Source: an optimization exercise on an open RTL-to-GDS flow (aim: small area, a short achievable clock period and few clock cycles). Production flows keep margins and buffers that such runs may drop. Function was checked by simulation only, so behaviour that the tests miss may differ from the original.

--- design/flow/run.sh ---
#!/bin/bash
# synth_recipe.tcl (not shown) runs the flow's synth.tcl, then flattens the netlist and writes it again
# the make line also repeats each setting of config.mk as NAME=value (left out here)
make -C /OpenROAD-flow-scripts/flow DESIGN_CONFIG=/design/flow/config.mk WORK_HOME=/design/flow/orfs CLKGATE_MAP_FILE= SYNTH_SCRIPT=/design/flow/synth_recipe.tcl finish
--- design/flow/config.mk ---
export PLATFORM = sky130hd
export DESIGN_NAME = milestone1
export DESIGN_NICKNAME = milestone1
export VERILOG_FILES = /design/flow/design.v
export SDC_FILE = /design/flow/constraint.sdc
export NUM_CORES = 4
export LEC_CHECK = 0
export CAP_MARGIN = 20
export CORE_MARGIN = 2
export CORE_UTILIZATION = 40
export SLEW_MARGIN = 20
--- design/flow/constraint.sdc ---
create_clock -name core_clock -period 13.0 [get_ports {CLOCK_50_I}]
set_input_delay 2.6000 -clock core_clock [delete_from_list [all_inputs] [get_ports {CLOCK_50_I}]]
set_output_delay 2.6000 -clock core_clock [all_outputs]
set_load 0.01 [all_outputs]
--- design/flow/design.v ---
module milestone1 (
	input  logic        CLOCK_50_I,
	input  logic        resetn,
	input  logic        M1_en,
	output logic        M1_end,
	output logic [17:0] SRAM_address,
	input  logic [15:0] SRAM_read_data,
	output logic [15:0] SRAM_write_data,
	output logic        SRAM_we_n
);
localparam logic [17:0] UBASE = 18'd38400;
localparam logic [17:0] VOFS  = 18'd19200;
localparam logic [17:0] RGBBASE = 18'd146944;
logic [3:0]  ph;
logic        run, first, rs;
logic        isel_v, selR;
logic [6:0]  gcnt;      
logic [15:0] ya;        
logic [17:0] ca;        
logic [17:0] ra;        
logic [7:0] UW [0:5];
logic [7:0] VW [0:5];
logic [7:0] SU, SV;
logic [7:0] YH, YL;         
logic [7:0] PY, PX;         
logic [7:0] PGU, PGV;       
logic [7:0] EB;             
wire [7:0] rh = SRAM_read_data[15:8];
wire [7:0] rl = SRAM_read_data[7:0];
wire active = run | M1_en;
wire clamp  = (gcnt >= 7'd78);
wire last_g = (gcnt == 7'd79);
wire [7:0] t0 = isel_v ? VW[0] : UW[0];
wire [7:0] t1 = isel_v ? VW[1] : UW[1];
wire [7:0] t2 = isel_v ? VW[2] : UW[2];
wire [7:0] t3 = isel_v ? VW[3] : UW[3];
wire [7:0] t4 = isel_v ? VW[4] : UW[4];
wire [7:0] t5 = isel_v ? VW[5] : UW[5];
logic [8:0] S1, S2, S3;
always_ff @(posedge CLOCK_50_I) begin
	S1 <= t0 + t5;
	S2 <= t1 + t4;
	S3 <= t2 + t3;
end
wire q_1 = S1[7] ^ S1[5];
wire q_2 = S1[7] & S1[5];
wire q_3 = S1[8] ^ S1[6];
wire q_4 = S1[8] & S1[6];
wire q_5 = S1[5] ^ S1[3];
wire q_6 = S1[5] & S1[3];
wire q_7 = S1[6] ^ S1[4] ^ S1[2];
wire q_8 = (S1[6] & S1[4]) | (S1[6] & S1[2]) | (S1[4] & S1[2]);
wire q_9 = S2[2] ^ S3[1] ^ ~S2[4];
wire q_10 = (S2[2] & S3[1]) | (S2[2] & ~S2[4]) | (S3[1] & ~S2[4]);
wire q_11 = q_1 ^ S1[3] ^ S2[3];
wire q_12 = (q_1 & S1[3]) | (q_1 & S2[3]) | (S1[3] & S2[3]);
wire q_13 = S3[2] ^ S3[0] ^ ~S2[5];
wire q_14 = (S3[2] & S3[0]) | (S3[2] & ~S2[5]) | (S3[0] & ~S2[5]);
wire q_15 = S2[1] ^ S3[7];
wire q_16 = ~(S2[1] | S3[7]);
wire q_17 = q_3 ^ S1[4] ^ S2[4];
wire q_18 = (q_3 & S1[4]) | (q_3 & S2[4]) | (S1[4] & S2[4]);
wire q_19 = S3[3] ^ S3[1] ^ q_2;
wire q_20 = (S3[3] & S3[1]) | (S3[3] & q_2) | (S3[1] & q_2);
wire q_21 = S2[6] ^ S2[2] ^ S3[8];
wire q_22 = (S2[6] & S2[2]) | (S2[6] & S3[8]) | (S2[2] & S3[8]);
wire q_23 = S1[7] ^ S1[5] ^ S2[5];
wire q_24 = (S1[7] & S1[5]) | (S1[7] & S2[5]) | (S1[5] & S2[5]);
wire q_25 = S3[4] ^ S3[2] ^ q_4;
wire q_26 = (S3[4] & S3[2]) | (S3[4] & q_4) | (S3[2] & q_4);
wire q_27 = ~S2[7] ^ ~S2[3] ^ 1'b1;
wire q_28 = (~S2[7] & ~S2[3]) | (~S2[7] & 1'b1) | (~S2[3] & 1'b1);
wire q_29 = S1[8] ^ S1[6] ^ S2[6];
wire q_30 = (S1[8] & S1[6]) | (S1[8] & S2[6]) | (S1[6] & S2[6]);
wire q_31 = S3[5] ^ S3[3] ^ ~S2[8];
wire q_32 = (S3[5] & S3[3]) | (S3[5] & ~S2[8]) | (S3[3] & ~S2[8]);
wire q_33 = ~S2[4] ^ 1'b1;
wire q_34 = ~S2[4] & 1'b1;
wire q_35 = S1[7] ^ S2[7] ^ S3[6];
wire q_36 = (S1[7] & S2[7]) | (S1[7] & S3[6]) | (S2[7] & S3[6]);
wire q_37 = S1[8] ^ S2[8];
wire q_38 = S1[8] & S2[8];
wire q_39 = S1[2] ^ S1[0];
wire q_40 = S1[2] & S1[0];
wire q_41 = S1[3] ^ S1[1];
wire q_42 = S1[3] & S1[1];
wire q_43 = S1[4] ^ S1[2] ^ S1[0];
wire q_44 = (S1[4] & S1[2]) | (S1[4] & S1[0]) | (S1[2] & S1[0]);
wire q_45 = S2[0] ^ ~S2[2];
wire q_46 = S2[0] & ~S2[2];
wire q_47 = q_5 ^ S1[1] ^ S2[1];
wire q_48 = (q_5 & S1[1]) | (q_5 & S2[1]) | (S1[1] & S2[1]);
wire q_49 = S3[0] ^ ~S2[3] ^ ~S3[5];
wire q_50 = (S3[0] & ~S2[3]) | (S3[0] & ~S3[5]) | (~S2[3] & ~S3[5]);
wire q_51 = q_7 ^ q_9 ^ q_6;
wire q_52 = (q_7 & q_9) | (q_7 & q_6) | (q_9 & q_6);
wire q_53 = ~S2[0] ^ ~S3[6] ^ 1'b1;
wire q_54 = (~S2[0] & ~S3[6]) | (~S2[0] & 1'b1) | (~S3[6] & 1'b1);
wire q_55 = q_11 ^ q_13 ^ q_15;
wire q_56 = (q_11 & q_13) | (q_11 & q_15) | (q_13 & q_15);
wire q_57 = q_8 ^ q_10 ^ 1'b1;
wire q_58 = (q_8 & q_10) | (q_8 & 1'b1) | (q_10 & 1'b1);
wire q_59 = q_17 ^ q_19 ^ q_12;
wire q_60 = (q_17 & q_19) | (q_17 & q_12) | (q_19 & q_12);
wire q_61 = q_14 ^ q_16 ^ ~q_21;
wire q_62 = (q_14 & q_16) | (q_14 & ~q_21) | (q_16 & ~q_21);
wire q_63 = q_23 ^ q_25 ^ q_27;
wire q_64 = (q_23 & q_25) | (q_23 & q_27) | (q_25 & q_27);
wire q_65 = q_18 ^ q_20 ^ ~q_22;
wire q_66 = (q_18 & q_20) | (q_18 & ~q_22) | (q_20 & ~q_22);
wire q_67 = q_29 ^ q_31 ^ q_33;
wire q_68 = (q_29 & q_31) | (q_29 & q_33) | (q_31 & q_33);
wire q_69 = q_24 ^ q_26 ^ q_28;
wire q_70 = (q_24 & q_26) | (q_24 & q_28) | (q_26 & q_28);
wire q_71 = q_35 ^ S3[4] ^ q_30;
wire q_72 = (q_35 & S3[4]) | (q_35 & q_30) | (S3[4] & q_30);
wire q_73 = q_32 ^ q_34 ^ ~S2[5];
wire q_74 = (q_32 & q_34) | (q_32 & ~S2[5]) | (q_34 & ~S2[5]);
wire q_75 = q_37 ^ S3[7] ^ S3[5];
wire q_76 = (q_37 & S3[7]) | (q_37 & S3[5]) | (S3[7] & S3[5]);
wire q_77 = q_36 ^ ~S2[6] ^ 1'b1;
wire q_78 = (q_36 & ~S2[6]) | (q_36 & 1'b1) | (~S2[6] & 1'b1);
wire q_79 = S3[8] ^ S3[6] ^ q_38;
wire q_80 = (S3[8] & S3[6]) | (S3[8] & q_38) | (S3[6] & q_38);
wire q_81 = ~S2[7] ^ 1'b1;
wire q_82 = ~S2[7] & 1'b1;
wire q_83 = S3[7] ^ ~S2[8];
wire q_84 = S3[7] & ~S2[8];
wire q_85 = q_39 ^ ~S2[0];
wire q_86 = q_39 & ~S2[0];
wire q_87 = q_41 ^ q_40 ^ ~S2[1];
wire q_88 = (q_41 & q_40) | (q_41 & ~S2[1]) | (q_40 & ~S2[1]);
wire q_89 = q_43 ^ q_45 ^ q_42;
wire q_90 = (q_43 & q_45) | (q_43 & q_42) | (q_45 & q_42);
wire q_91 = q_47 ^ q_49 ^ q_44;
wire q_92 = (q_47 & q_49) | (q_47 & q_44) | (q_49 & q_44);
wire q_93 = q_51 ^ q_53 ^ q_48;
wire q_94 = (q_51 & q_53) | (q_51 & q_48) | (q_53 & q_48);
wire q_95 = q_55 ^ q_57 ^ q_52;
wire q_96 = (q_55 & q_57) | (q_55 & q_52) | (q_57 & q_52);
wire q_97 = q_59 ^ q_61 ^ q_56;
wire q_98 = (q_59 & q_61) | (q_59 & q_56) | (q_61 & q_56);
wire q_99 = q_63 ^ q_65 ^ q_60;
wire q_100 = (q_63 & q_65) | (q_63 & q_60) | (q_65 & q_60);
wire q_101 = q_67 ^ q_69 ^ q_64;
wire q_102 = (q_67 & q_69) | (q_67 & q_64) | (q_69 & q_64);
wire q_103 = q_71 ^ q_73 ^ q_68;
wire q_104 = (q_71 & q_73) | (q_71 & q_68) | (q_73 & q_68);
wire q_105 = q_75 ^ q_77 ^ q_72;
wire q_106 = (q_75 & q_77) | (q_75 & q_72) | (q_77 & q_72);
wire q_107 = q_79 ^ q_81 ^ q_76;
wire q_108 = (q_79 & q_81) | (q_79 & q_76) | (q_81 & q_76);
wire q_109 = q_83 ^ q_80 ^ q_82;
wire q_110 = (q_83 & q_80) | (q_83 & q_82) | (q_80 & q_82);
wire q_111 = S1[0] ^ ~S3[0];
wire q_112 = S1[0] & ~S3[0];
wire q_113 = S1[1] ^ ~S3[1];
wire q_114 = S1[1] & ~S3[1];
wire q_115 = q_85 ^ ~S3[2] ^ 1'b1;
wire q_116 = (q_85 & ~S3[2]) | (q_85 & 1'b1) | (~S3[2] & 1'b1);
wire q_117 = q_87 ^ q_86 ^ ~S3[3];
wire q_118 = (q_87 & q_86) | (q_87 & ~S3[3]) | (q_86 & ~S3[3]);
wire q_119 = q_89 ^ q_88 ^ ~S3[4];
wire q_120 = (q_89 & q_88) | (q_89 & ~S3[4]) | (q_88 & ~S3[4]);
wire q_121 = q_91 ^ q_46 ^ q_90;
wire q_122 = (q_91 & q_46) | (q_91 & q_90) | (q_46 & q_90);
wire q_123 = q_93 ^ q_50 ^ q_92;
wire q_124 = (q_93 & q_50) | (q_93 & q_92) | (q_50 & q_92);
wire q_125 = q_95 ^ q_54 ^ q_94;
wire q_126 = (q_95 & q_54) | (q_95 & q_94) | (q_54 & q_94);
wire q_127 = q_97 ^ q_58 ^ q_96;
wire q_128 = (q_97 & q_58) | (q_97 & q_96) | (q_58 & q_96);
wire q_129 = q_99 ^ q_62 ^ q_98;
wire q_130 = (q_99 & q_62) | (q_99 & q_98) | (q_62 & q_98);
wire q_131 = q_101 ^ q_66 ^ q_100;
wire q_132 = (q_101 & q_66) | (q_101 & q_100) | (q_66 & q_100);
wire q_133 = q_103 ^ q_70 ^ q_102;
wire q_134 = (q_103 & q_70) | (q_103 & q_102) | (q_70 & q_102);
wire q_135 = q_105 ^ q_74 ^ q_104;
wire q_136 = (q_105 & q_74) | (q_105 & q_104) | (q_74 & q_104);
wire q_137 = q_107 ^ q_78 ^ q_106;
wire q_138 = (q_107 & q_78) | (q_107 & q_106) | (q_78 & q_106);
wire q_139 = q_109 ^ q_108 ^ 1'b1;
wire q_140 = (q_109 & q_108) | (q_109 & 1'b1) | (q_108 & 1'b1);
wire q_141 = S3[8] ^ q_84 ^ q_110;
wire q_142 = (S3[8] & q_84) | (S3[8] & q_110) | (q_84 & q_110);
wire [15:0] q_a = {q_141, q_139, q_137, q_135, q_133, q_131, q_129, q_127, q_125, q_123, q_121, q_119, q_117, q_115, q_113, q_111};
wire [15:0] q_b = {q_140, q_138, q_136, q_134, q_132, q_130, q_128, q_126, q_124, q_122, q_120, q_118, q_116, q_114, q_112, 1'b1};
wire [15:0] isum = q_a + q_b;
wire [7:0] ip = isum[15:8];
wire [7:0] XR = PX & {8{selR}};
wire [7:0] XB = PX & {8{~selR}};
wire rb_1 = PX[7] ^ PX[6];
wire rb_2 = PX[7] & PX[6];
wire rb_3 = PY[2] ^ PY[0];
wire rb_4 = PY[2] & PY[0];
wire rb_5 = PY[3] ^ PY[1] ^ PX[5];
wire rb_6 = (PY[3] & PY[1]) | (PY[3] & PX[5]) | (PY[1] & PX[5]);
wire rb_7 = PY[4] ^ PY[2] ^ PY[0];
wire rb_8 = (PY[4] & PY[2]) | (PY[4] & PY[0]) | (PY[2] & PY[0]);
wire rb_9 = PY[5] ^ PY[3] ^ PY[1];
wire rb_10 = (PY[5] & PY[3]) | (PY[5] & PY[1]) | (PY[3] & PY[1]);
wire rb_11 = PY[6] ^ PY[4] ^ PY[2];
wire rb_12 = (PY[6] & PY[4]) | (PY[6] & PY[2]) | (PY[4] & PY[2]);
wire rb_13 = XR[4] ^ XR[3];
wire rb_14 = XR[4] & XR[3];
wire rb_15 = PY[7] ^ PY[5] ^ PY[3];
wire rb_16 = (PY[7] & PY[5]) | (PY[7] & PY[3]) | (PY[5] & PY[3]);
wire rb_17 = PY[0] ^ XR[5] ^ XR[4];
wire rb_18 = (PY[0] & XR[5]) | (PY[0] & XR[4]) | (XR[5] & XR[4]);
wire rb_19 = XB[6] ^ ~XR[1];
wire rb_20 = XB[6] & ~XR[1];
wire rb_21 = PY[6] ^ PY[4] ^ PY[1];
wire rb_22 = (PY[6] & PY[4]) | (PY[6] & PY[1]) | (PY[4] & PY[1]);
wire rb_23 = PX[0] ^ XR[6] ^ XR[5];
wire rb_24 = (PX[0] & XR[6]) | (PX[0] & XR[5]) | (XR[6] & XR[5]);
wire rb_25 = XB[7] ^ ~XR[2] ^ ~selR;
wire rb_26 = (XB[7] & ~XR[2]) | (XB[7] & ~selR) | (~XR[2] & ~selR);
wire rb_27 = PY[7] ^ PY[5] ^ PY[2];
wire rb_28 = (PY[7] & PY[5]) | (PY[7] & PY[2]) | (PY[5] & PY[2]);
wire rb_29 = PX[1] ^ XR[7] ^ XR[6];
wire rb_30 = (PX[1] & XR[7]) | (PX[1] & XR[6]) | (XR[7] & XR[6]);
wire rb_31 = PY[6] ^ PY[3] ^ PX[2];
wire rb_32 = (PY[6] & PY[3]) | (PY[6] & PX[2]) | (PY[3] & PX[2]);
wire rb_33 = PX[4] ^ PX[3];
wire rb_34 = PX[4] & PX[3];
wire rb_35 = PX[5] ^ PX[4] ^ PX[1];
wire rb_36 = (PX[5] & PX[4]) | (PX[5] & PX[1]) | (PX[4] & PX[1]);
wire rb_37 = PX[6] ^ PX[5] ^ PX[2];
wire rb_38 = (PX[6] & PX[5]) | (PX[6] & PX[2]) | (PX[5] & PX[2]);
wire rb_39 = XB[3] ^ ~PY[4];
wire rb_40 = XB[3] & ~PY[4];
wire rb_41 = rb_1 ^ PX[3] ^ PX[0];
wire rb_42 = (rb_1 & PX[3]) | (rb_1 & PX[0]) | (PX[3] & PX[0]);
wire rb_43 = XB[4] ^ ~PY[5] ^ 1'b1;
wire rb_44 = (XB[4] & ~PY[5]) | (XB[4] & 1'b1) | (~PY[5] & 1'b1);
wire rb_45 = PX[7] ^ PX[4] ^ PX[1];
wire rb_46 = (PX[7] & PX[4]) | (PX[7] & PX[1]) | (PX[4] & PX[1]);
wire rb_47 = XB[5] ^ rb_2 ^ ~PY[6];
wire rb_48 = (XB[5] & rb_2) | (XB[5] & ~PY[6]) | (rb_2 & ~PY[6]);
wire rb_49 = PY[0] ^ PX[5] ^ PX[2];
wire rb_50 = (PY[0] & PX[5]) | (PY[0] & PX[2]) | (PX[5] & PX[2]);
wire rb_51 = XB[6] ^ ~PY[7] ^ 1'b1;
wire rb_52 = (XB[6] & ~PY[7]) | (XB[6] & 1'b1) | (~PY[7] & 1'b1);
wire rb_53 = PY[1] ^ PX[6] ^ PX[3];
wire rb_54 = (PY[1] & PX[6]) | (PY[1] & PX[3]) | (PX[6] & PX[3]);
wire rb_55 = XB[7] ^ XB[0] ^ ~selR;
wire rb_56 = (XB[7] & XB[0]) | (XB[7] & ~selR) | (XB[0] & ~selR);
wire rb_57 = rb_3 ^ PX[7] ^ PX[4];
wire rb_58 = (rb_3 & PX[7]) | (rb_3 & PX[4]) | (PX[7] & PX[4]);
wire rb_59 = XR[0] ^ XB[1] ^ ~selR;
wire rb_60 = (XR[0] & XB[1]) | (XR[0] & ~selR) | (XB[1] & ~selR);
wire rb_61 = rb_5 ^ XR[1] ^ XR[0];
wire rb_62 = (rb_5 & XR[1]) | (rb_5 & XR[0]) | (XR[1] & XR[0]);
wire rb_63 = XB[2] ^ selR ^ rb_4;
wire rb_64 = (XB[2] & selR) | (XB[2] & rb_4) | (selR & rb_4);
wire rb_65 = rb_7 ^ PX[6] ^ XR[2];
wire rb_66 = (rb_7 & PX[6]) | (rb_7 & XR[2]) | (PX[6] & XR[2]);
wire rb_67 = XR[1] ^ XB[3] ^ rb_6;
wire rb_68 = (XR[1] & XB[3]) | (XR[1] & rb_6) | (XB[3] & rb_6);
wire rb_69 = rb_9 ^ PX[7] ^ XR[3];
wire rb_70 = (rb_9 & PX[7]) | (rb_9 & XR[3]) | (PX[7] & XR[3]);
wire rb_71 = XR[2] ^ XB[4] ^ rb_8;
wire rb_72 = (XR[2] & XB[4]) | (XR[2] & rb_8) | (XB[4] & rb_8);
wire rb_73 = rb_11 ^ rb_13 ^ XB[5];
wire rb_74 = (rb_11 & rb_13) | (rb_11 & XB[5]) | (rb_13 & XB[5]);
wire rb_75 = rb_10 ^ ~XR[0] ^ 1'b1;
wire rb_76 = (rb_10 & ~XR[0]) | (rb_10 & 1'b1) | (~XR[0] & 1'b1);
wire rb_77 = rb_15 ^ rb_17 ^ rb_19;
wire rb_78 = (rb_15 & rb_17) | (rb_15 & rb_19) | (rb_17 & rb_19);
wire rb_79 = rb_12 ^ rb_14 ^ 1'b1;
wire rb_80 = (rb_12 & rb_14) | (rb_12 & 1'b1) | (rb_14 & 1'b1);
wire rb_81 = rb_21 ^ rb_23 ^ rb_25;
wire rb_82 = (rb_21 & rb_23) | (rb_21 & rb_25) | (rb_23 & rb_25);
wire rb_83 = rb_16 ^ rb_18 ^ rb_20;
wire rb_84 = (rb_16 & rb_18) | (rb_16 & rb_20) | (rb_18 & rb_20);
wire rb_85 = rb_27 ^ rb_29 ^ rb_22;
wire rb_86 = (rb_27 & rb_29) | (rb_27 & rb_22) | (rb_29 & rb_22);
wire rb_87 = rb_24 ^ rb_26 ^ ~XR[3];
wire rb_88 = (rb_24 & rb_26) | (rb_24 & ~XR[3]) | (rb_26 & ~XR[3]);
wire rb_89 = rb_31 ^ XR[7] ^ rb_28;
wire rb_90 = (rb_31 & XR[7]) | (rb_31 & rb_28) | (XR[7] & rb_28);
wire rb_91 = rb_30 ^ ~XR[4] ^ ~selR;
wire rb_92 = (rb_30 & ~XR[4]) | (rb_30 & ~selR) | (~XR[4] & ~selR);
wire rb_93 = PY[7] ^ PY[4] ^ PX[3];
wire rb_94 = (PY[7] & PY[4]) | (PY[7] & PX[3]) | (PY[4] & PX[3]);
wire rb_95 = rb_32 ^ ~XR[5];
wire rb_96 = rb_32 & ~XR[5];
wire rb_97 = PY[5] ^ PX[4] ^ ~XR[6];
wire rb_98 = (PY[5] & PX[4]) | (PY[5] & ~XR[6]) | (PX[4] & ~XR[6]);
wire rb_99 = PY[6] ^ PX[5];
wire rb_100 = PY[6] & PX[5];
wire rb_101 = PX[2] ^ PX[1];
wire rb_102 = PX[2] & PX[1];
wire rb_103 = PX[3] ^ PX[2] ^ XB[0];
wire rb_104 = (PX[3] & PX[2]) | (PX[3] & XB[0]) | (PX[2] & XB[0]);
wire rb_105 = rb_33 ^ PX[0] ^ XB[1];
wire rb_106 = (rb_33 & PX[0]) | (rb_33 & XB[1]) | (PX[0] & XB[1]);
wire rb_107 = rb_35 ^ XB[2] ^ rb_34;
wire rb_108 = (rb_35 & XB[2]) | (rb_35 & rb_34) | (XB[2] & rb_34);
wire rb_109 = rb_37 ^ rb_39 ^ rb_36;
wire rb_110 = (rb_37 & rb_39) | (rb_37 & rb_36) | (rb_39 & rb_36);
wire rb_111 = rb_41 ^ rb_43 ^ rb_38;
wire rb_112 = (rb_41 & rb_43) | (rb_41 & rb_38) | (rb_43 & rb_38);
wire rb_113 = rb_45 ^ rb_47 ^ rb_42;
wire rb_114 = (rb_45 & rb_47) | (rb_45 & rb_42) | (rb_47 & rb_42);
wire rb_115 = rb_49 ^ rb_51 ^ rb_46;
wire rb_116 = (rb_49 & rb_51) | (rb_49 & rb_46) | (rb_51 & rb_46);
wire rb_117 = rb_53 ^ rb_55 ^ rb_50;
wire rb_118 = (rb_53 & rb_55) | (rb_53 & rb_50) | (rb_55 & rb_50);
wire rb_119 = rb_57 ^ rb_59 ^ rb_54;
wire rb_120 = (rb_57 & rb_59) | (rb_57 & rb_54) | (rb_59 & rb_54);
wire rb_121 = rb_61 ^ rb_63 ^ rb_58;
wire rb_122 = (rb_61 & rb_63) | (rb_61 & rb_58) | (rb_63 & rb_58);
wire rb_123 = rb_65 ^ rb_67 ^ rb_62;
wire rb_124 = (rb_65 & rb_67) | (rb_65 & rb_62) | (rb_67 & rb_62);
wire rb_125 = rb_69 ^ rb_71 ^ rb_66;
wire rb_126 = (rb_69 & rb_71) | (rb_69 & rb_66) | (rb_71 & rb_66);
wire rb_127 = rb_73 ^ rb_75 ^ rb_70;
wire rb_128 = (rb_73 & rb_75) | (rb_73 & rb_70) | (rb_75 & rb_70);
wire rb_129 = rb_77 ^ rb_79 ^ rb_74;
wire rb_130 = (rb_77 & rb_79) | (rb_77 & rb_74) | (rb_79 & rb_74);
wire rb_131 = rb_81 ^ rb_83 ^ rb_78;
wire rb_132 = (rb_81 & rb_83) | (rb_81 & rb_78) | (rb_83 & rb_78);
wire rb_133 = rb_85 ^ rb_87 ^ rb_82;
wire rb_134 = (rb_85 & rb_87) | (rb_85 & rb_82) | (rb_87 & rb_82);
wire rb_135 = rb_89 ^ rb_91 ^ rb_86;
wire rb_136 = (rb_89 & rb_91) | (rb_89 & rb_86) | (rb_91 & rb_86);
wire rb_137 = rb_93 ^ rb_95 ^ rb_90;
wire rb_138 = (rb_93 & rb_95) | (rb_93 & rb_90) | (rb_95 & rb_90);
wire rb_139 = rb_97 ^ rb_94 ^ rb_96;
wire rb_140 = (rb_97 & rb_94) | (rb_97 & rb_96) | (rb_94 & rb_96);
wire rb_141 = rb_99 ^ rb_98 ^ ~XR[7];
wire rb_142 = (rb_99 & rb_98) | (rb_99 & ~XR[7]) | (rb_98 & ~XR[7]);
wire rb_143 = PY[7] ^ PX[6] ^ selR;
wire rb_144 = (PY[7] & PX[6]) | (PY[7] & selR) | (PX[6] & selR);
wire rb_145 = rb_101 ^ ~PY[0];
wire rb_146 = rb_101 & ~PY[0];
wire rb_147 = rb_103 ^ rb_102 ^ ~PY[1];
wire rb_148 = (rb_103 & rb_102) | (rb_103 & ~PY[1]) | (rb_102 & ~PY[1]);
wire rb_149 = rb_105 ^ rb_104 ^ ~PY[2];
wire rb_150 = (rb_105 & rb_104) | (rb_105 & ~PY[2]) | (rb_104 & ~PY[2]);
wire rb_151 = rb_107 ^ rb_106 ^ ~PY[3];
wire rb_152 = (rb_107 & rb_106) | (rb_107 & ~PY[3]) | (rb_106 & ~PY[3]);
wire rb_153 = rb_109 ^ rb_108 ^ 1'b1;
wire rb_154 = (rb_109 & rb_108) | (rb_109 & 1'b1) | (rb_108 & 1'b1);
wire rb_155 = rb_111 ^ rb_40 ^ rb_110;
wire rb_156 = (rb_111 & rb_40) | (rb_111 & rb_110) | (rb_40 & rb_110);
wire rb_157 = rb_113 ^ rb_44 ^ rb_112;
wire rb_158 = (rb_113 & rb_44) | (rb_113 & rb_112) | (rb_44 & rb_112);
wire rb_159 = rb_115 ^ rb_48 ^ rb_114;
wire rb_160 = (rb_115 & rb_48) | (rb_115 & rb_114) | (rb_48 & rb_114);
wire rb_161 = rb_117 ^ rb_52 ^ rb_116;
wire rb_162 = (rb_117 & rb_52) | (rb_117 & rb_116) | (rb_52 & rb_116);
wire rb_163 = rb_119 ^ rb_56 ^ rb_118;
wire rb_164 = (rb_119 & rb_56) | (rb_119 & rb_118) | (rb_56 & rb_118);
wire rb_165 = rb_121 ^ rb_60 ^ rb_120;
wire rb_166 = (rb_121 & rb_60) | (rb_121 & rb_120) | (rb_60 & rb_120);
wire rb_167 = rb_123 ^ rb_64 ^ rb_122;
wire rb_168 = (rb_123 & rb_64) | (rb_123 & rb_122) | (rb_64 & rb_122);
wire rb_169 = rb_125 ^ rb_68 ^ rb_124;
wire rb_170 = (rb_125 & rb_68) | (rb_125 & rb_124) | (rb_68 & rb_124);
wire rb_171 = rb_127 ^ rb_72 ^ rb_126;
wire rb_172 = (rb_127 & rb_72) | (rb_127 & rb_126) | (rb_72 & rb_126);
wire rb_173 = rb_129 ^ rb_76 ^ rb_128;
wire rb_174 = (rb_129 & rb_76) | (rb_129 & rb_128) | (rb_76 & rb_128);
wire rb_175 = rb_131 ^ rb_80 ^ rb_130;
wire rb_176 = (rb_131 & rb_80) | (rb_131 & rb_130) | (rb_80 & rb_130);
wire rb_177 = rb_133 ^ rb_84 ^ rb_132;
wire rb_178 = (rb_133 & rb_84) | (rb_133 & rb_132) | (rb_84 & rb_132);
wire rb_179 = rb_135 ^ rb_88 ^ rb_134;
wire rb_180 = (rb_135 & rb_88) | (rb_135 & rb_134) | (rb_88 & rb_134);
wire rb_181 = rb_137 ^ rb_92 ^ rb_136;
wire rb_182 = (rb_137 & rb_92) | (rb_137 & rb_136) | (rb_92 & rb_136);
wire rb_183 = rb_139 ^ rb_138 ^ 1'b1;
wire rb_184 = (rb_139 & rb_138) | (rb_139 & 1'b1) | (rb_138 & 1'b1);
wire rb_185 = rb_141 ^ rb_140 ^ ~selR;
wire rb_186 = (rb_141 & rb_140) | (rb_141 & ~selR) | (rb_140 & ~selR);
wire rb_187 = rb_143 ^ rb_100 ^ rb_142;
wire rb_188 = (rb_143 & rb_100) | (rb_143 & rb_142) | (rb_100 & rb_142);
wire rb_189 = PX[7] ^ rb_144;
wire rb_190 = PX[7] & rb_144;
wire [26:0] rb_a = {1'b1, 1'b1, rb_189, rb_187, rb_185, rb_183, rb_181, rb_179, rb_177, rb_175, rb_173, rb_171, rb_169, rb_167, rb_165, rb_163, rb_161, rb_159, rb_157, rb_155, rb_153, rb_151, rb_149, rb_147, rb_145, PX[1], PX[0]};
wire [26:0] rb_b = {1'b0, rb_190, rb_188, rb_186, rb_184, rb_182, rb_180, rb_178, rb_176, rb_174, rb_172, rb_170, rb_168, rb_166, rb_164, rb_162, rb_160, rb_158, rb_156, rb_154, rb_152, rb_150, rb_148, rb_146, 1'b1, PX[0], 1'b0};
wire [26:0] RBs = rb_a + rb_b;
wire g_1 = PY[7] ^ PY[5];
wire g_2 = PY[7] & PY[5];
wire g_3 = PY[6] ^ PY[4];
wire g_4 = PY[6] & PY[4];
wire g_5 = PY[7] ^ PY[5];
wire g_6 = PY[7] & PY[5];
wire g_7 = PY[5] ^ PY[3] ^ PY[1];
wire g_8 = (PY[5] & PY[3]) | (PY[5] & PY[1]) | (PY[3] & PY[1]);
wire g_9 = PY[6] ^ PY[4] ^ PY[2];
wire g_10 = (PY[6] & PY[4]) | (PY[6] & PY[2]) | (PY[4] & PY[2]);
wire g_11 = PGU[2] ^ PGV[1] ^ ~PGU[5];
wire g_12 = (PGU[2] & PGV[1]) | (PGU[2] & ~PGU[5]) | (PGV[1] & ~PGU[5]);
wire g_13 = g_1 ^ PY[3] ^ PY[0];
wire g_14 = (g_1 & PY[3]) | (g_1 & PY[0]) | (PY[3] & PY[0]);
wire g_15 = PGU[3] ^ PGV[2] ^ ~PGU[6];
wire g_16 = (PGU[3] & PGV[2]) | (PGU[3] & ~PGU[6]) | (PGV[2] & ~PGU[6]);
wire g_17 = PGU[1] ^ PGV[4];
wire g_18 = ~(PGU[1] | PGV[4]);
wire g_19 = g_3 ^ PY[1] ^ PGU[4];
wire g_20 = (g_3 & PY[1]) | (g_3 & PGU[4]) | (PY[1] & PGU[4]);
wire g_21 = PGV[3] ^ g_2 ^ ~PGU[7];
wire g_22 = (PGV[3] & g_2) | (PGV[3] & ~PGU[7]) | (g_2 & ~PGU[7]);
wire g_23 = PGU[2] ^ PGV[5] ^ PGV[1];
wire g_24 = (PGU[2] & PGV[5]) | (PGU[2] & PGV[1]) | (PGV[5] & PGV[1]);
wire g_25 = g_5 ^ PY[2] ^ PGU[5];
wire g_26 = (g_5 & PY[2]) | (g_5 & PGU[5]) | (PY[2] & PGU[5]);
wire g_27 = PGV[4] ^ g_4 ^ ~PGU[3];
wire g_28 = (PGV[4] & g_4) | (PGV[4] & ~PGU[3]) | (g_4 & ~PGU[3]);
wire g_29 = ~PGV[6] ^ ~PGV[2] ^ 1'b1;
wire g_30 = (~PGV[6] & ~PGV[2]) | (~PGV[6] & 1'b1) | (~PGV[2] & 1'b1);
wire g_31 = PY[6] ^ PY[3] ^ PGU[6];
wire g_32 = (PY[6] & PY[3]) | (PY[6] & PGU[6]) | (PY[3] & PGU[6]);
wire g_33 = PGV[5] ^ g_6 ^ ~PGU[4];
wire g_34 = (PGV[5] & g_6) | (PGV[5] & ~PGU[4]) | (g_6 & ~PGU[4]);
wire g_35 = PGV[7] ^ PGV[3];
wire g_36 = ~(PGV[7] | PGV[3]);
wire g_37 = PY[7] ^ PY[4] ^ PGU[7];
wire g_38 = (PY[7] & PY[4]) | (PY[7] & PGU[7]) | (PY[4] & PGU[7]);
wire g_39 = PGV[6] ^ ~PGU[5] ^ ~PGV[4];
wire g_40 = (PGV[6] & ~PGU[5]) | (PGV[6] & ~PGV[4]) | (~PGU[5] & ~PGV[4]);
wire g_41 = PY[5] ^ PGV[7];
wire g_42 = PY[5] & PGV[7];
wire g_43 = PGU[2] ^ ~PY[3];
wire g_44 = PGU[2] & ~PY[3];
wire g_45 = PGU[3] ^ ~PY[4] ^ ~PGU[1];
wire g_46 = (PGU[3] & ~PY[4]) | (PGU[3] & ~PGU[1]) | (~PY[4] & ~PGU[1]);
wire g_47 = PGU[4] ^ ~PY[5] ^ ~PGU[2];
wire g_48 = (PGU[4] & ~PY[5]) | (PGU[4] & ~PGU[2]) | (~PY[5] & ~PGU[2]);
wire g_49 = PGU[5] ^ ~PY[6];
wire g_50 = PGU[5] & ~PY[6];
wire g_51 = PY[0] ^ PGU[6] ^ ~PY[7];
wire g_52 = (PY[0] & PGU[6]) | (PY[0] & ~PY[7]) | (PGU[6] & ~PY[7]);
wire g_53 = PY[1] ^ PGU[7] ^ ~PGU[5];
wire g_54 = (PY[1] & PGU[7]) | (PY[1] & ~PGU[5]) | (PGU[7] & ~PGU[5]);
wire g_55 = PGU[0] ^ PGV[5];
wire g_56 = ~(PGU[0] | PGV[5]);
wire g_57 = PY[2] ^ PY[0] ^ ~PGU[6];
wire g_58 = (PY[2] & PY[0]) | (PY[2] & ~PGU[6]) | (PY[0] & ~PGU[6]);
wire g_59 = ~PGU[1] ^ ~PGV[6] ^ 1'b1;
wire g_60 = (~PGU[1] & ~PGV[6]) | (~PGU[1] & 1'b1) | (~PGV[6] & 1'b1);
wire g_61 = PY[3] ^ PY[1] ^ ~PGU[7];
wire g_62 = (PY[3] & PY[1]) | (PY[3] & ~PGU[7]) | (PY[1] & ~PGU[7]);
wire g_63 = PGU[2] ^ PGV[7] ^ PGV[0];
wire g_64 = (PGU[2] & PGV[7]) | (PGU[2] & PGV[0]) | (PGV[7] & PGV[0]);
wire g_65 = PY[4] ^ PY[2] ^ PY[0];
wire g_66 = (PY[4] & PY[2]) | (PY[4] & PY[0]) | (PY[2] & PY[0]);
wire g_67 = PGU[0] ^ ~PGU[3] ^ ~PGV[1];
wire g_68 = (PGU[0] & ~PGU[3]) | (PGU[0] & ~PGV[1]) | (~PGU[3] & ~PGV[1]);
wire g_69 = g_7 ^ PGU[1] ^ PGV[0];
wire g_70 = (g_7 & PGU[1]) | (g_7 & PGV[0]) | (PGU[1] & PGV[0]);
wire g_71 = ~PGU[4] ^ ~PGV[2] ^ 1'b1;
wire g_72 = (~PGU[4] & ~PGV[2]) | (~PGU[4] & 1'b1) | (~PGV[2] & 1'b1);
wire g_73 = g_9 ^ g_11 ^ g_8;
wire g_74 = (g_9 & g_11) | (g_9 & g_8) | (g_11 & g_8);
wire g_75 = ~PGU[0] ^ ~PGV[3] ^ 1'b1;
wire g_76 = (~PGU[0] & ~PGV[3]) | (~PGU[0] & 1'b1) | (~PGV[3] & 1'b1);
wire g_77 = g_13 ^ g_15 ^ g_17;
wire g_78 = (g_13 & g_15) | (g_13 & g_17) | (g_15 & g_17);
wire g_79 = g_10 ^ g_12 ^ ~PGV[0];
wire g_80 = (g_10 & g_12) | (g_10 & ~PGV[0]) | (g_12 & ~PGV[0]);
wire g_81 = g_19 ^ g_21 ^ g_14;
wire g_82 = (g_19 & g_21) | (g_19 & g_14) | (g_21 & g_14);
wire g_83 = g_16 ^ g_18 ^ ~g_23;
wire g_84 = (g_16 & g_18) | (g_16 & ~g_23) | (g_18 & ~g_23);
wire g_85 = g_25 ^ g_27 ^ g_29;
wire g_86 = (g_25 & g_27) | (g_25 & g_29) | (g_27 & g_29);
wire g_87 = g_20 ^ g_22 ^ ~g_24;
wire g_88 = (g_20 & g_22) | (g_20 & ~g_24) | (g_22 & ~g_24);
wire g_89 = g_31 ^ g_33 ^ g_35;
wire g_90 = (g_31 & g_33) | (g_31 & g_35) | (g_33 & g_35);
wire g_91 = g_26 ^ g_28 ^ g_30;
wire g_92 = (g_26 & g_28) | (g_26 & g_30) | (g_28 & g_30);
wire g_93 = g_37 ^ g_39 ^ g_32;
wire g_94 = (g_37 & g_39) | (g_37 & g_32) | (g_39 & g_32);
wire g_95 = g_34 ^ g_36 ^ 1'b1;
wire g_96 = (g_34 & g_36) | (g_34 & 1'b1) | (g_36 & 1'b1);
wire g_97 = g_41 ^ g_38 ^ g_40;
wire g_98 = (g_41 & g_38) | (g_41 & g_40) | (g_38 & g_40);
wire g_99 = ~PGU[6] ^ ~PGV[5] ^ 1'b1;
wire g_100 = (~PGU[6] & ~PGV[5]) | (~PGU[6] & 1'b1) | (~PGV[5] & 1'b1);
wire g_101 = PY[6] ^ g_42 ^ ~PGU[7];
wire g_102 = (PY[6] & g_42) | (PY[6] & ~PGU[7]) | (g_42 & ~PGU[7]);
wire g_103 = ~PGV[6] ^ 1'b1;
wire g_104 = ~PGV[6] & 1'b1;
wire g_105 = PY[7] ^ ~PGV[7];
wire g_106 = PY[7] & ~PGV[7];
wire g_107 = g_43 ^ ~PGU[0];
wire g_108 = g_43 & ~PGU[0];
wire g_109 = g_45 ^ g_44 ^ ~PGV[6];
wire g_110 = (g_45 & g_44) | (g_45 & ~PGV[6]) | (g_44 & ~PGV[6]);
wire g_111 = g_47 ^ g_46 ^ ~PGV[7];
wire g_112 = (g_47 & g_46) | (g_47 & ~PGV[7]) | (g_46 & ~PGV[7]);
wire g_113 = g_49 ^ g_48 ^ ~PGU[3];
wire g_114 = (g_49 & g_48) | (g_49 & ~PGU[3]) | (g_48 & ~PGU[3]);
wire g_115 = g_51 ^ g_50 ^ ~PGU[4];
wire g_116 = (g_51 & g_50) | (g_51 & ~PGU[4]) | (g_50 & ~PGU[4]);
wire g_117 = g_53 ^ g_55 ^ g_52;
wire g_118 = (g_53 & g_55) | (g_53 & g_52) | (g_55 & g_52);
wire g_119 = g_57 ^ g_59 ^ g_54;
wire g_120 = (g_57 & g_59) | (g_57 & g_54) | (g_59 & g_54);
wire g_121 = g_61 ^ g_58 ^ g_60;
wire g_122 = (g_61 & g_58) | (g_61 & g_60) | (g_58 & g_60);
wire g_123 = g_65 ^ g_67 ^ g_62;
wire g_124 = (g_65 & g_67) | (g_65 & g_62) | (g_67 & g_62);
wire g_125 = g_69 ^ g_71 ^ g_66;
wire g_126 = (g_69 & g_71) | (g_69 & g_66) | (g_71 & g_66);
wire g_127 = g_73 ^ g_75 ^ g_70;
wire g_128 = (g_73 & g_75) | (g_73 & g_70) | (g_75 & g_70);
wire g_129 = g_77 ^ g_79 ^ g_74;
wire g_130 = (g_77 & g_79) | (g_77 & g_74) | (g_79 & g_74);
wire g_131 = g_81 ^ g_83 ^ g_78;
wire g_132 = (g_81 & g_83) | (g_81 & g_78) | (g_83 & g_78);
wire g_133 = g_85 ^ g_87 ^ g_82;
wire g_134 = (g_85 & g_87) | (g_85 & g_82) | (g_87 & g_82);
wire g_135 = g_89 ^ g_91 ^ g_86;
wire g_136 = (g_89 & g_91) | (g_89 & g_86) | (g_91 & g_86);
wire g_137 = g_93 ^ g_95 ^ g_90;
wire g_138 = (g_93 & g_95) | (g_93 & g_90) | (g_95 & g_90);
wire g_139 = g_97 ^ g_99 ^ g_94;
wire g_140 = (g_97 & g_99) | (g_97 & g_94) | (g_99 & g_94);
wire g_141 = g_101 ^ g_103 ^ g_98;
wire g_142 = (g_101 & g_103) | (g_101 & g_98) | (g_103 & g_98);
wire g_143 = g_105 ^ g_102 ^ g_104;
wire g_144 = (g_105 & g_102) | (g_105 & g_104) | (g_102 & g_104);
wire g_145 = PY[0] ^ PGV[2];
wire g_146 = ~(PY[0] | PGV[2]);
wire g_147 = PGU[0] ^ ~PY[1] ^ ~PGV[3];
wire g_148 = (PGU[0] & ~PY[1]) | (PGU[0] & ~PGV[3]) | (~PY[1] & ~PGV[3]);
wire g_149 = PGU[1] ^ ~PY[2] ^ ~PGV[4];
wire g_150 = (PGU[1] & ~PY[2]) | (PGU[1] & ~PGV[4]) | (~PY[2] & ~PGV[4]);
wire g_151 = g_107 ^ ~PGV[5] ^ ~PGV[0];
wire g_152 = (g_107 & ~PGV[5]) | (g_107 & ~PGV[0]) | (~PGV[5] & ~PGV[0]);
wire g_153 = g_109 ^ g_108 ^ ~PGV[1];
wire g_154 = (g_109 & g_108) | (g_109 & ~PGV[1]) | (g_108 & ~PGV[1]);
wire g_155 = g_111 ^ g_110 ^ ~PGV[2];
wire g_156 = (g_111 & g_110) | (g_111 & ~PGV[2]) | (g_110 & ~PGV[2]);
wire g_157 = g_113 ^ g_112 ^ ~PGV[3];
wire g_158 = (g_113 & g_112) | (g_113 & ~PGV[3]) | (g_112 & ~PGV[3]);
wire g_159 = g_115 ^ g_114 ^ ~PGV[4];
wire g_160 = (g_115 & g_114) | (g_115 & ~PGV[4]) | (g_114 & ~PGV[4]);
wire g_161 = g_117 ^ g_116 ^ 1'b1;
wire g_162 = (g_117 & g_116) | (g_117 & 1'b1) | (g_116 & 1'b1);
wire g_163 = g_119 ^ g_56 ^ g_118;
wire g_164 = (g_119 & g_56) | (g_119 & g_118) | (g_56 & g_118);
wire g_165 = g_121 ^ g_120 ^ ~g_63;
wire g_166 = (g_121 & g_120) | (g_121 & ~g_63) | (g_120 & ~g_63);
wire g_167 = g_123 ^ g_122 ^ ~g_64;
wire g_168 = (g_123 & g_122) | (g_123 & ~g_64) | (g_122 & ~g_64);
wire g_169 = g_125 ^ g_68 ^ g_124;
wire g_170 = (g_125 & g_68) | (g_125 & g_124) | (g_68 & g_124);
wire g_171 = g_127 ^ g_72 ^ g_126;
wire g_172 = (g_127 & g_72) | (g_127 & g_126) | (g_72 & g_126);
wire g_173 = g_129 ^ g_76 ^ g_128;
wire g_174 = (g_129 & g_76) | (g_129 & g_128) | (g_76 & g_128);
wire g_175 = g_131 ^ g_80 ^ g_130;
wire g_176 = (g_131 & g_80) | (g_131 & g_130) | (g_80 & g_130);
wire g_177 = g_133 ^ g_84 ^ g_132;
wire g_178 = (g_133 & g_84) | (g_133 & g_132) | (g_84 & g_132);
wire g_179 = g_135 ^ g_88 ^ g_134;
wire g_180 = (g_135 & g_88) | (g_135 & g_134) | (g_88 & g_134);
wire g_181 = g_137 ^ g_92 ^ g_136;
wire g_182 = (g_137 & g_92) | (g_137 & g_136) | (g_92 & g_136);
wire g_183 = g_139 ^ g_96 ^ g_138;
wire g_184 = (g_139 & g_96) | (g_139 & g_138) | (g_96 & g_138);
wire g_185 = g_141 ^ g_100 ^ g_140;
wire g_186 = (g_141 & g_100) | (g_141 & g_140) | (g_100 & g_140);
wire g_187 = g_143 ^ g_142 ^ 1'b1;
wire g_188 = (g_143 & g_142) | (g_143 & 1'b1) | (g_142 & 1'b1);
wire g_189 = g_106 ^ g_144;
wire g_190 = g_106 & g_144;
wire [26:0] g_a = {1'b1, 1'b1, g_189, g_187, g_185, g_183, g_181, g_179, g_177, g_175, g_173, g_171, g_169, g_167, g_165, g_163, g_161, g_159, g_157, g_155, g_153, g_151, g_149, g_147, g_145, ~PGV[1], ~PGV[0]};
wire [26:0] g_b = {1'b0, g_190, g_188, g_186, g_184, g_182, g_180, g_178, g_176, g_174, g_172, g_170, g_168, g_166, g_164, g_162, g_160, g_158, g_156, g_154, g_152, g_150, g_148, g_146, 1'b1, 1'b0, 1'b1};
wire [26:0] Gs = g_a + g_b;
function automatic [7:0] clip(input logic [26:0] x);
	clip = x[26] ? 8'd0 : (|x[25:24]) ? 8'd255 : x[23:16];
endfunction
wire [7:0] cRB = clip(RBs);
wire [7:0] cG  = clip(Gs);
logic [3:0] nph;
always_comb begin
	case (ph)
		4'd8:  nph = last_g ? 4'd10 : 4'd9;
		4'd9:  nph = 4'd0;
		4'd13: nph = 4'd9;
		4'd14: nph = 4'd10;
		default: nph = ph + 4'd1;
	endcase
end
wire frame_done = (ph == 4'd8) && last_g && (&SRAM_address);
always_ff @(posedge CLOCK_50_I or negedge resetn) begin
	if (!resetn) begin
		ph <= 4'd14;
		run <= 1'b0;
		first <= 1'b1;
		rs <= 1'b0;
		isel_v <= 1'b0;
		selR <= 1'b0;
		M1_end <= 1'b0;
		gcnt <= 7'd0;
		ya <= 16'd1;
		ca <= UBASE;
		ra <= RGBBASE;
		SRAM_address <= 18'd0;
		SRAM_we_n <= 1'b1;
	end else if (active && !M1_end) begin
		run <= 1'b1;
		isel_v <= (nph == 4'd0) || (nph == 4'd4);
		selR <= (nph == 4'd1) || (nph == 4'd2) || (nph == 4'd5) || (nph == 4'd6);
		if (ph == 4'd11) first <= 1'b0;
		if (ph == 4'd13) rs <= 1'b1;
		else if (ph == 4'd0) rs <= 1'b0;
		if (frame_done) begin
			M1_end <= 1'b1;
			SRAM_we_n <= 1'b1;
		end else begin
			ph <= nph;
			if (ph == 4'd8) gcnt <= last_g ? 7'd0 : gcnt + 7'd1;
			SRAM_we_n <= 1'b1;
			case (nph)
				4'd5, 4'd9: begin
					SRAM_address <= {2'b0, ya};
					ya <= ya + 16'd1;
				end
				4'd2, 4'd3, 4'd4, 4'd6, 4'd7, 4'd8: begin
					SRAM_address <= ra;
					ra <= ra + 18'd1;
					SRAM_we_n <= 1'b0;
				end
				4'd0: begin
					SRAM_address <= ca;
				end
				4'd11, 4'd13: begin
					SRAM_address <= ca;
					ca <= ca + 18'd1;
				end
				default: begin  
					SRAM_address <= ca + VOFS;
					if (nph == 4'd1 && !clamp) ca <= ca + 18'd1;
				end
			endcase
		end
	end
end
always_ff @(posedge CLOCK_50_I) begin
	if (ph == 4'd1 || ph == 4'd7 || (ph == 4'd11 && first)) begin
		YH <= rh; YL <= rl;
	end
	case (ph)
		4'd1, 4'd5: SRAM_write_data <= {cRB, cG};
		4'd2, 4'd6: SRAM_write_data <= {EB, cRB};
		default:    SRAM_write_data <= {cG, cRB};
	endcase
	if (ph == 4'd0 || ph == 4'd4) EB <= cRB;
	case (ph)
		4'd9, 4'd3: begin PY <= YH; PX <= UW[2]; end
		4'd0, 4'd4: begin PX <= VW[2]; PGU <= UW[2]; PGV <= VW[2]; end
		4'd1, 4'd5: begin PY <= YL; PX <= ip; PGV <= ip; end
		4'd2, 4'd6: begin PX <= ip; PGU <= ip; end
		default: ;
	endcase
	if (ph == 4'd2 || ph == 4'd6) begin
		UW[0] <= UW[1]; UW[1] <= UW[2]; UW[2] <= UW[3]; UW[3] <= UW[4]; UW[4] <= UW[5];
		if (!clamp) UW[5] <= (ph == 4'd2) ? rh : SU;
		if (ph == 4'd2) SU <= rl;
	end else if (ph == 4'd13) begin
		UW[0] <= rh; UW[1] <= rh; UW[2] <= rh; UW[3] <= rl;
	end else if (ph == 4'd0 && rs) begin
		UW[4] <= rh; UW[5] <= rl;
	end
	if (ph == 4'd3 || ph == 4'd7) begin
		VW[0] <= VW[1]; VW[1] <= VW[2]; VW[2] <= VW[3]; VW[3] <= VW[4]; VW[4] <= VW[5];
		if (!clamp) VW[5] <= (ph == 4'd3) ? rh : SV;
		if (ph == 4'd3) SV <= rl;
	end else if (ph == 4'd12) begin
		VW[0] <= rh; VW[1] <= rh; VW[2] <= rh; VW[3] <= rl;
	end else if (ph == 4'd9 && rs) begin
		VW[4] <= rh; VW[5] <= rl;
	end
end
endmodule
==> flow_summary.json <==
{
  "synth_top_area_share_pct": 23.3,
  "initial_core_util_pct": 40.3,
  "syn_area_per_cell_um2": 10.3,
  "yosys.area_share.simple_pct": 12.3,
  "yosys.cell_count.top_type": "nand2_1",
  "whs_ns": 0.444,
  "ys_seq_area_share_pct": 37.5,
  "final_core_util_pct": 45.1,
  "synth.top_cells.by_area": "edfxtp_1, fa_1, ha_1, dfrtp_1, nand2_1",
  "status": "complete, no violations",
  "clk_pin_slew_ns": 0.06,
  "syn2layout_area_growth_pct": 11.8,
  "wl_um": 53100,
  "max_freq_mhz": 165,
  "ys.warnings.count": 3,
  "crit_slowest_cell": "a31oi_1",
  "regArea_um2": 8130,
  "vias": 14880,
  "setup_ws_ns": 6.96,
  "diodes": 0,
  "hold_buffers": 0,
  "grt_pass1_wl_um": 85300,
  "clock_latency_ns": 0.55,
  "path_cells": "inv_1, nand2_1, ha_1, inv_1, fa_1, fa_1, ha_1, a2111oi_0, o21ai_1, a41oi_1, nand3b_1, a31oi_1, a31oi_1, o21bai_1, inv_1, a32o_1",
  "synth_top_cell_by_area": "edfxtp_1",
  "min_from": "first$_DFFE_PN1P_",
  "rsz0062_at_grt": "no",
  "dp.cells": 2799,
  "drtIter0Drc": 1202,
  "cp_slowest_stage_delay_ns": 0.70,
  "drt-vias-per-instance": 5.19,
  "clock_path_buffers": 3,
  "max_slew_margin_pct": 28.9,
  "final-hold-violation-count": 0,
  "cp.arrival_ns": 6.48,
  "ctsResizeCount": 0,
  "core_um2": 53700,
  "post_cts_buffers": 0,
  "synthTopCellsByCount": "nand2_1, inv_1, fa_1, edfxtp_1, ha_1",
  "synth_xor_area_share_pct": 4.64,
  "placed_area_um2": 23000,
  "fin_worst_skew_ns": 0.0209,
  "slew_violations": 0,
  "htree_num_levels": 2,
  "synth_edf_count": 168,
  "path_common_cell": "inv_1",
  "num_io_pins": 55,
  "gp_congestion": 0.948,
  "wl_per_cell_um": 18.5,
  "netlist-cell-type-count": 82,
  "overflow": 0,
  "critPathRequiredTime_ns": 13.44,
  "dp_hpwl_um": 41500,
  "synth_top_family_by_area": "adder cells",
  "syn-cell-area_um2": 21700,
  "nFillCells": 4972,
  "crit_fanout": 23,
  "grt_usage_pct": 19.3,
  "critPathLaunch": "selR$_DFFE_PN0P_",
  "stdcell_area_um2": 24200,
  "tritoncts": "done",
  "die_h_um": 237,
  "worst_pin_slew_ns": 1.07,
  "layout.cells.non_filler": 2866,
  "synthesis.nets": 2451,
  "reg2reg_from": "selR$_DFFE_PN0P_",
  "critPathKind": "reg2reg",
  "setup_tns_ns": 0,
  "final.period_utilization_pct": 46.5,
  "fin_nets": 2498,
  "clock_sinks": 299,
  "cp-end-kind": "register",
  "antenna_found_initial": 1,
  "die_area_um2": 56100,
  "synthFlopType": "edfxtp_1",
  "place_ws_ns": 7.07,
  "synth.area.mux_share_pct": 3.64,
  "die_x_um": 237,
  "multi_input_area_um2": 12200,
  "synth-seq-cells": 299,
  "drc": 0,
  "cap_violations": 0,
  "fin_crit_ns": 6.04,
  "synthAdderAreaFrac_pct": 26.1,
  "grt_max_degree": 63,
  "io_buffers": 54,
  "synth_compound_area_share_pct": 9.36,
  "synth-async-reset-ratio_pct": 29.4,
  "drive_above_1_share_pct": 7.79,
  "final-setup-viol-count": 0,
  "synthCells": 2095,
  "cp-start-kind": "register",
  "hold_class": "reg2reg",
  "cts_root_buf": "clkbuf_16",
  "first_pass_iters": 7,
  "grt_pass1_vias": 15446,
  "ant_nets": 0,
  "num_rows": 85,
  "cts_inserted_buffers": 37
}
-- cell usage in the layout, fill, tap and decap left out, drive strengths merged, types with 7 or more instances in the layout --
| master | n |
|---|---|
| a211oi | 10 |
| a21o | 23 |
| a21oi | 64 |
| a222oi | 10 |
| a22oi | 16 |
| a31oi | 14 |
| and2 | 7 |
| and3 | 15 |
| buf | 14 |
| clkbuf | 50 |
| clkdlybuf4s50 | 53 |
| clkinv | 9 |
| dfrtp | 72 |
| dfstp | 16 |
| dfxtp | 43 |
| edfxtp | 168 |
| fa | 187 |
| ha | 150 |
| inv | 316 |
| mux2 | 47 |
| mux2i | 26 |
| nand2 | 325 |
| nand2b | 22 |
| nand3 | 21 |
| nand4 | 21 |
| nor2 | 109 |
| nor2b | 12 |
| nor3 | 17 |
| o211ai | 10 |
| o21a | 15 |
| o21ai | 86 |
| o21bai | 11 |
| o22ai | 10 |
| or2 | 8 |
| or3 | 12 |
| xnor2 | 83 |
| xor2 | 31 |
-- cell type report --
class	instances	share of cell area, %
inverter	312	4.83
tap	696	3.60
clock inverter	17	0.759
clock buffer	50	4.45
timing repair buffer	67	2.62
multi-input combinational	1425	50.2
sequential	299	33.6
-- flip-flops by register name (all words and copies together) (netlist names), 9 cells and up --
signal           cells
S3                   9
UW                  48
ya                  16
ra                  18
S2                   9
S1                   9
SRAM_write_data     16
SRAM_address        18
VW                  48
ca                  18
-- worst max-delay path, delay by kind of cell (launching register included) --
kind,cells,cell delay (ns)
compound gates,7,2.50
fa+ha+maj,4,1.61
buf+inv,3,0.81
flops,1,0.58
simple gates,2,0.41
-- worst paths after layout --
| check | end | slack (ns) | cells after the start |
|---|---|---|---|
| worst max register to register | SRAM_write_data[0]$_DFF_P_ | 6.96 | 16 |
| worst min-delay path | first$_DFFE_PN1P_ | 0.44 | 2 |
| max in group asynchronous | ra[4]$_DFFE_PN0P_ | 9.92 | 2 |
| worst min register to register | first$_DFFE_PN1P_ | 0.44 | 2 |
| min in group asynchronous | ra[3]$_DFFE_PN0P_ | 1.97 | 1 |
| worst max-delay path | SRAM_write_data[0]$_DFF_P_ | 6.96 | 16 |
-- routing by layer --
layer,share of wire [%],wire length (um),global-route usage (%),vias to the layer above
li1,-,-,-,7093
met1,47,24700,26.9,7381
met2,47,24800,31.6,337
met3,4.7,2500,2.83,69
met4,2.1,1120,5.18,0
met5,0,0,0,-
-- cells by family after synthesis --
logic type	count (synthesis)
compound gates	307
xor+xnor	114
fa+ha+maj	340
buf+inv	371
flops	299
mux	73
simple gates	591
Testbench counts, summed over its fixed seeds: cycles 1,157,766.

==> re-timing with driven ports <==
In the flow no input, the clock included, has a driving cell. The finished layout below was timed again as built, in two steps. Step 1 assumes that a clkbuf_16 drives the clock port and a buf_2 every other input. Step 2 moves the port delays by t, midway between the first and last clock arrival at a register: inputs arrive t later, outputs are due t later. That takes back most of the time a late clock gives input paths. Slacks: ideal ports / drivers / drivers and shift; pairs: ideal ports / drivers.
shift t [ns]: 0.609
slack for setup (ns): 6.956 / 6.956 / 6.956
latest minus earliest clock arrival (ns): 0.024 / 0.023
worst slew at a driven data input, ns: 0.05
After both steps setup and hold are still met in this run. For this run, drivers alone change the setup slack by 0.000 ns; drivers and shift together by 0.000 ns.
